From an optimization exercise on the open Yosys and OpenROAD flow, aimed at small area and a short achievable clock period; shortcuts taken in it are not production practice. RTL that was checked went through simulation tests only; none was proved equivalent to the original. For run 2, only the layout was checked, not whether the RTL still works.

$ cat config.mk
export PLATFORM = sky130hd
export DESIGN_NAME = alu
export DESIGN_NICKNAME = alu
export VERILOG_FILES = /design/flow/design.v
export SDC_FILE = /design/flow/constraint.sdc
export NUM_CORES = 4
export LEC_CHECK = 0
export CAP_MARGIN = 20
export CORE_MARGIN = 2
export CORE_UTILIZATION = 40
export SLEW_MARGIN = 20
$ cat run.sh
#!/bin/bash
# synth_recipe.tcl (not shown) runs the flow's synth.tcl, then flattens the netlist and writes it again
# the make line also repeats each setting of config.mk as NAME=value (left out here)
make -C /OpenROAD-flow-scripts/flow DESIGN_CONFIG=/design/flow/config.mk WORK_HOME=/design/flow/orfs CLKGATE_MAP_FILE= SYNTH_SCRIPT=/design/flow/synth_recipe.tcl finish
$ cat design.v
module alu (
    input               i_clk,
    input               i_rst_n,
    input               i_valid,
    input signed [11:0] i_data_a,
    input signed [11:0] i_data_b,
    input        [2:0]  i_inst,
    output              o_valid,
    output       [11:0] o_data,
    output              o_overflow
);
reg  [11:0] o_data_w, o_data_r;
reg         o_valid_w, o_valid_r;
reg         o_overflow_w, o_overflow_r;
reg  [19:0] data_old;
reg         overflow_old;
wire [12:0] data_add, data_sub, data_mean;
wire [23:0] data_mul;
wire [19:0] data_mul_round;
wire [20:0] data_mac;
wire [11:0] data_a_abs, data_b_abs;
assign o_valid = o_valid_r;
assign o_data = o_data_r;
assign o_overflow = o_overflow_r;
assign data_add = {i_data_a[11], i_data_a} + {i_data_b[11], i_data_b};
assign data_sub = {i_data_a[11], i_data_a} - {i_data_b[11], i_data_b};
assign data_mul = {{12{i_data_a[11]}}, i_data_a} * {{12{i_data_b[11]}}, i_data_b};
assign data_mul_round = {data_mul[23], data_mul[23:5]} + {19'd0, data_mul[4]};
assign data_mac = {data_mul_round[19], data_mul_round} + {data_old[19], data_old};
assign data_mean = data_add >> 1;
assign data_a_abs = i_data_a[11]? ~(i_data_a)+12'd1: i_data_a;
assign data_b_abs = i_data_b[11]? ~(i_data_b)+12'd1: i_data_b;
always@(*) begin
  o_data_w = 12'd0;
  o_valid_w = i_valid;
  o_overflow_w = 1'b0;
  case(i_inst)
    3'b000: begin  
      o_overflow_w = ^data_add[12:11];
      o_data_w = data_add[11:0];
    end
    3'b001: begin  
      o_overflow_w = ^data_sub[12:11];
      o_data_w = data_sub[11:0];
    end
    3'b010: begin  
      o_data_w = data_mul_round[11:0];
      o_overflow_w = ~(data_mul_round[19:11] == 9'b1_1111_1111 | data_mul_round[19:11] == 9'b0_0000_0000);
    end
    3'b011: begin  
      o_data_w = data_mac[11:0]; 
      o_overflow_w = ~(data_mac[20:11] == 10'b11_1111_1111 | data_mac[20:11] == 10'b00_0000_0000) | overflow_old;
    end
    3'b100: begin  
      o_data_w = ~(i_data_a ^ i_data_b);
    end
    3'b101: begin  
      o_data_w = ~i_data_a[11]? i_data_a: 12'd0;
    end
    3'b110: begin  
      o_data_w = data_mean[11:0];
    end
    3'b111: begin  
      o_data_w = (data_a_abs >= data_b_abs)? data_a_abs: data_b_abs;
    end
  endcase
end
always@(posedge i_clk or negedge i_rst_n) begin
  if(~i_rst_n) begin
    o_data_r <= 12'd0;
    o_overflow_r <= 1'b0;
    o_valid_r <= 1'b0;
  end 
  else begin
    o_data_r <= o_data_w;
    o_overflow_r <= o_overflow_w;
    o_valid_r <= o_valid_w;
  end
end
always@(posedge i_clk or negedge i_rst_n) begin
  if(~i_rst_n) begin
    data_old <= 20'd0;
    overflow_old <= 1'b0;
  end
  else if(i_valid) begin
    if(i_inst == 3'b011)begin
      data_old <= {{8{o_data_w[11]}}, o_data_w};
      overflow_old <= o_overflow_w;
    end
    else begin
      data_old <= 20'd0;
      overflow_old <= 1'b0;
    end
  end
end
endmodule
$ cat constraint.sdc
create_clock -name core_clock -period 10.0 [get_ports {i_clk}]
set_input_delay 2.0000 -clock core_clock [delete_from_list [all_inputs] [get_ports {i_clk}]]
set_output_delay 2.0000 -clock core_clock [all_outputs]
set_load 0.01 [all_outputs]
==> results of run 1 <==
metal layers:
metal / vias to the layer above / track usage, % / part of all wire [%]
met5: - / 0 / 0
met4: 0 / 6.92 / 3.4
met3: 61 / 1.38 / 3.7
met2: 261 / 42.0 / 50
met1: 4771 / 30.4 / 43
li1: 4716 / - / -
cells by family (layout without fill, tap and decap cells):
| family | count (synthesis) | count (layout) | share of synthesized area (%) |
|---|---|---|---|
| multiplexers | 14 | 14 | 1.45 |
| XOR/XNOR | 86 | 86 | 7.26 |
| AND/OR/NAND/NOR | 408 | 408 | 19.0 |
| adder cells (fa/ha/maj) | 249 | 249 | 39.9 |
| AO/OA/AOI/OAI | 255 | 255 | 16.2 |
| buffers and inverters | 273 | 468 | 9.80 |
| flip-flops | 27 | 27 | 6.45 |
worst paths after layout:
| path | startpoint | to | cells after the start |
|---|---|---|---|
| hold reg to reg | data_old[5] | data_old[5] | 1 |
| setup / recovery | i_data_b[1] | overflow_old | 31 |
| hold / removal | data_old[5] | data_old[5] | 1 |
| max in group asynchronous | i_rst_n | data_old[6] | 2 |
| min in group asynchronous | i_rst_n | o_data_r[3] | 2 |
| setup reg to reg | data_old[0] | overflow_old | 15 |
sequential cells by signal (all words and copies together) (netlist names):
name / flops
data_old: 12
o_data_r: 12
o_overflow_r: 1
o_valid_r: 1
overflow_old: 1
final cells by class:
class / count / area [µm²]
Timing Repair Buffer: 245 / 2060
Tap cell: 335 / 419
Inverter: 219 / 826
Clock buffer: 4 / 78.8
Multi-Input combinational cell: 1012 / 8930
Sequential cell: 27 / 676
Fill cell: 2486 / 12900
through the flow:
| stage | std cells | TNS [ns] |
|---|---|---|
| after detailed placement | 1830 | -0.321 |
| final | 1842 | 0 |
| after floorplan | 1312 | 0 |
| after global placement | 1830 | -0.0569 |
| after global routing | 1842 | -0.0419 |
| after CTS | 1834 | 0 |
placed cells by master, fill, tap and decap left out, types with 6 or more instances in the layout:
master	synthesis	final
xor2_1	27	23
a21oi_1	72	71
o21a_1	11	11
ha_1	108	104
nand2b_1	20	20
nor2b_1	17	17
o22ai_1	11	11
xnor2_1	58	55
a31oi_1	11	10
dfrtp_1	27	27
dlymetal6s2s_1	0	13
nand3_1	28	28
o211ai_1	14	14
clkdlybuf4s50_1	0	30
nor2_1	86	84
a21o_1	16	16
nand2_1	135	135
and3_1	10	9
inv_1	217	217
a22oi_1	6	6
or3_1	13	13
mux2_2	9	9
nor3_1	30	28
a211oi_1	10	9
o21ai_0	40	39
and2_1	34	34
nand4_1	8	8
buf_4	0	192
fa_1	141	139
critical path, delay by kind of cell:
family | cells | cell delay, ns
adder cells (fa/ha/maj) | 7 | 2.76
XOR/XNOR | 2 | 0.43
buffers and inverters | 5 | 1.13
AND/OR/NAND/NOR | 9 | 1.85
AO/OA/AOI/OAI | 8 | 1.62
synthesized netlist by cell type (all sizes together), types with 10 or more instances:
master / n
inv: 217
fa: 141
nand2: 135
ha: 108
nor2: 86
a21oi: 73
xnor2: 58
clkbuf: 51
o21ai: 42
and2: 35
nor3: 32
nand3: 28
xor2: 28
dfrtp: 27
nand2b: 20
nor2b: 17
a21o: 16
o211ai: 14
or3: 13
a31oi: 12
o21a: 11
o22ai: 11
a211oi: 10
and3: 10
repair_timing:
item                       4_1_cts  5_1_grt
setup endpoints to repair        0        3
resized for setup                0       46
buffers inserted                 0        8
==> impl_metrics.tcl, run 1 <==
set metrics [dict create \
    status "timing/DRC/antenna clean" \
    htree_levels 1 \
    area_growth_pct 24.1 \
    grt_pass1_vias 10193 \
    ys_seq_elements 27 \
    async_reset_ff_share_pct 100 \
    grt_max_degree 30 \
    slowest_stage "clkdlybuf4s50_1" \
    final_area_um2 13000 \
    worstHoldPathType "register to register" \
    io_buffer_count 43 \
    via_per_inst 5.33 \
    fin_crit_sh_pct 97.0 \
    synth_edf_count 0 \
    hold_viol 0 \
    startpoint_type "primary input" \
    cts_tree "built" \
    clk_latency_ns 0.26 \
    numCtsBuffers 3 \
    die_w_um 166 \
    ios 44 \
    synth.largest_area_cell "fa_1" \
    dieArea_um2 27500 \
    place_congestion 0.904 \
    ys_types 73 \
    cts-root-buf "clkbuf_16" \
    crit_arrival_ns 9.81 \
    route.vias.total 9809 \
    postPlaceCellArea_um2 12600 \
    synth.yosys.seq_area_share_pct 6.45 \
    grt_overflow 0 \
    synth_top_area_share_pct 27.0 \
    whs_ns 0.523 \
    rrSetupSlack_ns 6.47 \
    drc 0 \
    initial_core_util_pct 40.4 \
    setup_slack_ns 0.302 \
    end_kind "register" \
    grt_pass1_wl_um 52600 \
    dp_hpwl_um 26800 \
    relSlewSlack_pct 31.0 \
    path_class "primary input to register" \
    wire_per_inst_um 17.0 \
    drv_cap 0 \
    synthFlopType "dfrtp_1" \
    drtPass1Iterations 7 \
    antenna_found_initial 0 \
    clock.fmax_mhz 103 \
    netlist_area_um2 10500 \
    detail-route-antenna-nets 0 \
    fin_worst_skew_ns 0.00420 \
    post-route-util_pct 50.1 \
    required_ns 10.11 \
    first_iter_violations 610 \
    rows 59 \
    crit_top_cell "ha_1" \
    clkSlewWorstSetupHoldPaths_ns 0.07 \
    cts_buffer_depth 2 \
    layout.nets 1787 \
    syn_area_per_cell_um2 7.98 \
    cts_sinks 27 \
    syn_nets 1591 \
    netlist_instances 1312 \
    worstMarginPinSlew_ns 1.03 \
    holdBufCountCts 0 \
    crit_path_max_fanout 9 \
    yosysWarningCount 1 \
    track_usage_pct 23.4 \
    synth_area_leaders "fa_1 (27%), ha_1 (13%), inv_1 (7.8%)" \
    finalSetupViolations 0 \
    die_y_um 166 \
    finalMaxSlewViolations 0 \
    fin_crit_ns 9.70 \
    routed_wl_um 31300 \
    core_area_um2 25900 \
    drive_gt1_share_pct 16.9 \
    diodes 0 \
    preCtsSetupSlack_ns -0.195 \
    cpPeakStageDelay_ns 0.64 \
]
==> inputs of run 2 (changes only) <==
==> design.v (replaced) <==
module alu (
    input               i_clk,
    input               i_rst_n,
    input               i_valid,
    input signed [11:0] i_data_a,
    input signed [11:0] i_data_b,
    input        [2:0]  i_inst,
    output              o_valid,
    output       [11:0] o_data,
    output              o_overflow
);
reg  [11:0] o_data_r;
reg         o_valid_r, o_overflow_r, mac_r;
reg  [11:0] res;
reg         ovf;
assign o_valid    = o_valid_r;
assign o_data     = o_data_r;
assign o_overflow = o_overflow_r;
wire        is_mac = (i_inst == 3'b011);
wire        acc_en = mac_r & is_mac;
wire [11:0] acc    = o_data_r & {12{acc_en}};
wire        acc_ov = o_overflow_r & acc_en;
wire signed [23:0] prod = i_data_a * i_data_b;
wire [23:0] macc = prod + {{7{acc[11]}}, acc, 5'b10000};
wire [18:0] m    = macc[23:5];
wire        m_ov = ~(&m[18:11] | ~|m[18:11]);
wire [12:0] sum  = {i_data_a[11], i_data_a} + {i_data_b[11], i_data_b};
wire [12:0] dif  = {i_data_a[11], i_data_a} - {i_data_b[11], i_data_b};
wire        a_ge = ~(sum[12] ^ dif[12]);
wire [11:0] x    = a_ge ? i_data_a : i_data_b;
wire [11:0] xabs = x[11] ? (~x + 12'd1) : x;
always @(*) begin
  ovf = 1'b0;
  case (i_inst)
    3'b000: begin res = sum[11:0]; ovf = sum[12] ^ sum[11]; end
    3'b001: begin res = dif[11:0]; ovf = dif[12] ^ dif[11]; end
    3'b010: begin res = m[11:0];   ovf = m_ov; end
    3'b011: begin res = m[11:0];   ovf = m_ov | acc_ov; end
    3'b100: res = ~(i_data_a ^ i_data_b);
    3'b101: res = i_data_a[11] ? 12'd0 : i_data_a;
    3'b110: res = sum[12:1];
    default: res = xabs;
  endcase
end
always @(posedge i_clk or negedge i_rst_n) begin
  if (~i_rst_n) begin
    o_valid_r    <= 1'b0;
    o_data_r     <= 12'd0;
    o_overflow_r <= 1'b0;
    mac_r        <= 1'b0;
  end else begin
    o_valid_r <= i_valid;
    if (i_valid) begin
      o_data_r     <= res;
      o_overflow_r <= ovf;
      mac_r        <= is_mac;
    end
  end
end
endmodule
==> impl_metrics.tcl, run 2 <==
set metrics [dict create \
    routed_wl_um 24700 \
    synth_edf_count 0 \
    startpoint_type "primary input" \
    die_w_um 150 \
    htree_levels 1 \
    layout.nets 1297 \
    synth.largest_area_cell "fa_1" \
    nFillCells 2113 \
    drtPass1Iterations 6 \
    rsz0062_at_grt "no" \
    die_y_um 150 \
    post-cts-setup-buffer-count 0 \
    final_common_cell "inv_1" \
    relSlewSlack_pct 41.1 \
    cts_resized 0 \
    grt_pass1_wl_um 41100 \
    async_reset_ff_share_pct 100 \
    drive_gt1_share_pct 4.44 \
    syn_area_per_cell_um2 8.43 \
    antenna_found_initial 0 \
    dp_hpwl_um 20200 \
    mostFrequentLayoutCells "inv_1 (173), fa_1 (152), nand2_1 (131), ha_1 (79), nor2_1 (55)" \
    synth_top_area_share_pct 35.6 \
    via_per_inst 5.51 \
    fin_crit_ns 8.98 \
    initial_core_util_pct 40.8 \
    cts-root-buf "clkbuf_16" \
    cts_tree "built" \
    ys_top_cells_by_count "inv_1 (173), fa_1 (152), nand2_1 (131)" \
    regArea_um2 375 \
    required_ns 10.11 \
    clk_latency_ns 0.26 \
    synth_area_leaders "fa_1 (36%), ha_1 (12%), inv_1 (7.6%)" \
    path_class "primary input to register" \
    rows 53 \
    fin_worst_skew_ns 0.00584 \
    tns_ns 0 \
    diodes 0 \
    largest_reg_flops 12 \
    netlist_area_um2 8540 \
    dieArea_um2 22500 \
    ys_types 67 \
    clock.fmax_mhz 111 \
    grt_overflow 0 \
    hold_viol 0 \
    drc 0 \
    crit_arrival_ns 9.09 \
    yosysMostFrequentCell "inv_1" \
    cts_buffer_depth 2 \
    io_buffer_count 43 \
    ys_seq_elements 15 \
    crit_path_max_fanout 15 \
    multiInputGateArea_um2 7330 \
    synthFlopType "dfrtp_1" \
    ios 44 \
    clkSlewWorstSetupHoldPaths_ns 0.06 \
    core_area_um2 21000 \
    fin_crit_sh_pct 89.8 \
    largest-register "o_data_r" \
    synth.yosys.seq_area_share_pct 4.40 \
    track_usage_pct 23.5 \
    worstHoldPathType "register to register" \
    grt_pass1_vias 7648 \
    yosysWarningCount 1 \
    drv_cap 0 \
    finalSetupViolations 0 \
    cts_sinks 15 \
    first_iter_violations 508 \
    grt_max_degree 33 \
    finalMaxSlewViolations 0 \
    area_growth_pct 9.93 \
    wire_per_inst_um 18.8 \
    holdBufCountCts 0 \
    numCtsBuffers 3 \
    netlist_instances 1013 \
    route.vias.total 7219 \
    status "timing/DRC/antenna clean" \
    place_congestion 0.955 \
    worstMarginPinSlew_ns 0.881 \
    detail-route-antenna-nets 0 \
    end_kind "register" \
    syn_nets 1274 \
]
## run 2: changes by cell type after synthesis, moves of 11 or more
cell	previous run	this run
a21oi_1	72	38
fa_1	141	152
xnor2_1	58	42
nor3_1	30	18
xor2_1	27	14
inv_1	217	173
ha_1	108	79
o21ai_0	40	28
clkbuf_1	51	40
dfrtp_1	27	15
nand3_1	28	13
nor2_1	86	55
## run 2: final timing paths
kind / startpoint / end / slack, ns / cells after the start
hold reg to reg: o_data_r[0] / o_data_r[0] / 0.55 / 1
hold / removal: o_data_r[0] / o_data_r[0] / 0.55 / 1
min in group asynchronous: i_rst_n / o_valid_r / 2.25 / 1
max in group asynchronous: i_rst_n / o_data_r[5] / 7.21 / 1
setup reg to reg: mac_r / o_overflow_r / 3.42 / 20
setup / recovery: i_inst[1] / o_overflow_r / 1.02 / 24
## run 2: area by class of cell
type / count / share of cell area [%]
Sequential cell: 15 / 4.00
Tap cell: 275 / 3.67
Clock buffer: 4 / 0.840
Multi-Input combinational cell: 776 / 78.1
Timing Repair Buffer: 67 / 6.50
Inverter: 173 / 6.92
## run 2: kinds of logic after synthesis
| logic type | count (synthesis) | synth area share (%) |
|---|---|---|
| buffers and inverters | 222 | 10.0 |
| DFF | 15 | 4.40 |
| muxes | 15 | 1.80 |
| adders and majority gates | 231 | 47.2 |
| AOI/OAI and AO/OA | 165 | 13.7 |
| xor gates and xnor gates | 56 | 5.74 |
| and+or+nand+nor | 309 | 17.1 |
## run 2: stage by stage
stage	hold WS, ns	std cells	cell area, µm²	utilization [%]	setup WS (ns)
6_report	0.547	1310	9390	44.8	1.02
5_1_grt	0.590	1310	9390	44.8	0.592
4_1_cts	0.550	1310	9380	44.8	1.07
3_5_place_dp	0.538	1306	9300	44.4	0.805
3_3_place_gp	0.550	1306	9300	44.4	0.972
2_1_floorplan	0.506	1013	8540	-	1.89
## run 2: layer usage
metal  part of all wire [%]  vias to the layer above  GRT usage, %
li1                       -                     3304             -
met3                    6.0                       46          2.03
met2                     49                      266          41.1
met4                    3.0                        0          6.42
met1                     42                     3603          31.3
met5                      0                        -             0
## run 2: critical path, stage by stage
cell	delay (ns)
clkdlybuf4s50_1	0.45
buf_4	0.20
nor2b_1	0.15
buf_4	0.20
and3_1	0.56
nand2_1	0.16
fa_1	0.55
inv_1	0.05
fa_1	0.50
inv_1	0.06
fa_1	0.53
inv_1	0.05
fa_1	0.36
ha_1	0.30
ha_1	0.34
and3_1	0.20
a211oi_1	0.56
a211o_1	0.26
nand3_1	0.10
xor2_1	0.16
or4_1	0.49
or4_1	0.40
mux2i_1	0.27
a41oi_1	0.16

==> static timing again, ports no longer ideal <==
The flow's constraints put no driver on any port. The routed layouts listed below were extracted and timed again, unchanged, in two steps. Step 1 assumes that a clkbuf_16 drives the clock port and a buf_2 every other input. Step 2 also shifts input and output timing later by t, the mid clock arrival at the registers, as if the neighbouring blocks saw the same clock. a / b / c = ideal / step 1 / step 2; a / b = the first two.
run	shift t [ns]	setup WS [ns]	worst setup path after step 2	worst slew at a driven data input, ns
run 1	0.299	0.302 / 0.303 / 0.004	input to register	0.04
run 2	0.291	1.021 / 1.033 / 0.742	input to register	0.04
After both steps setup and hold are still met in every run listed. The setup slack of run 1, which loses most, moves by +0.001 ns with the drivers and by -0.298 ns with both steps.
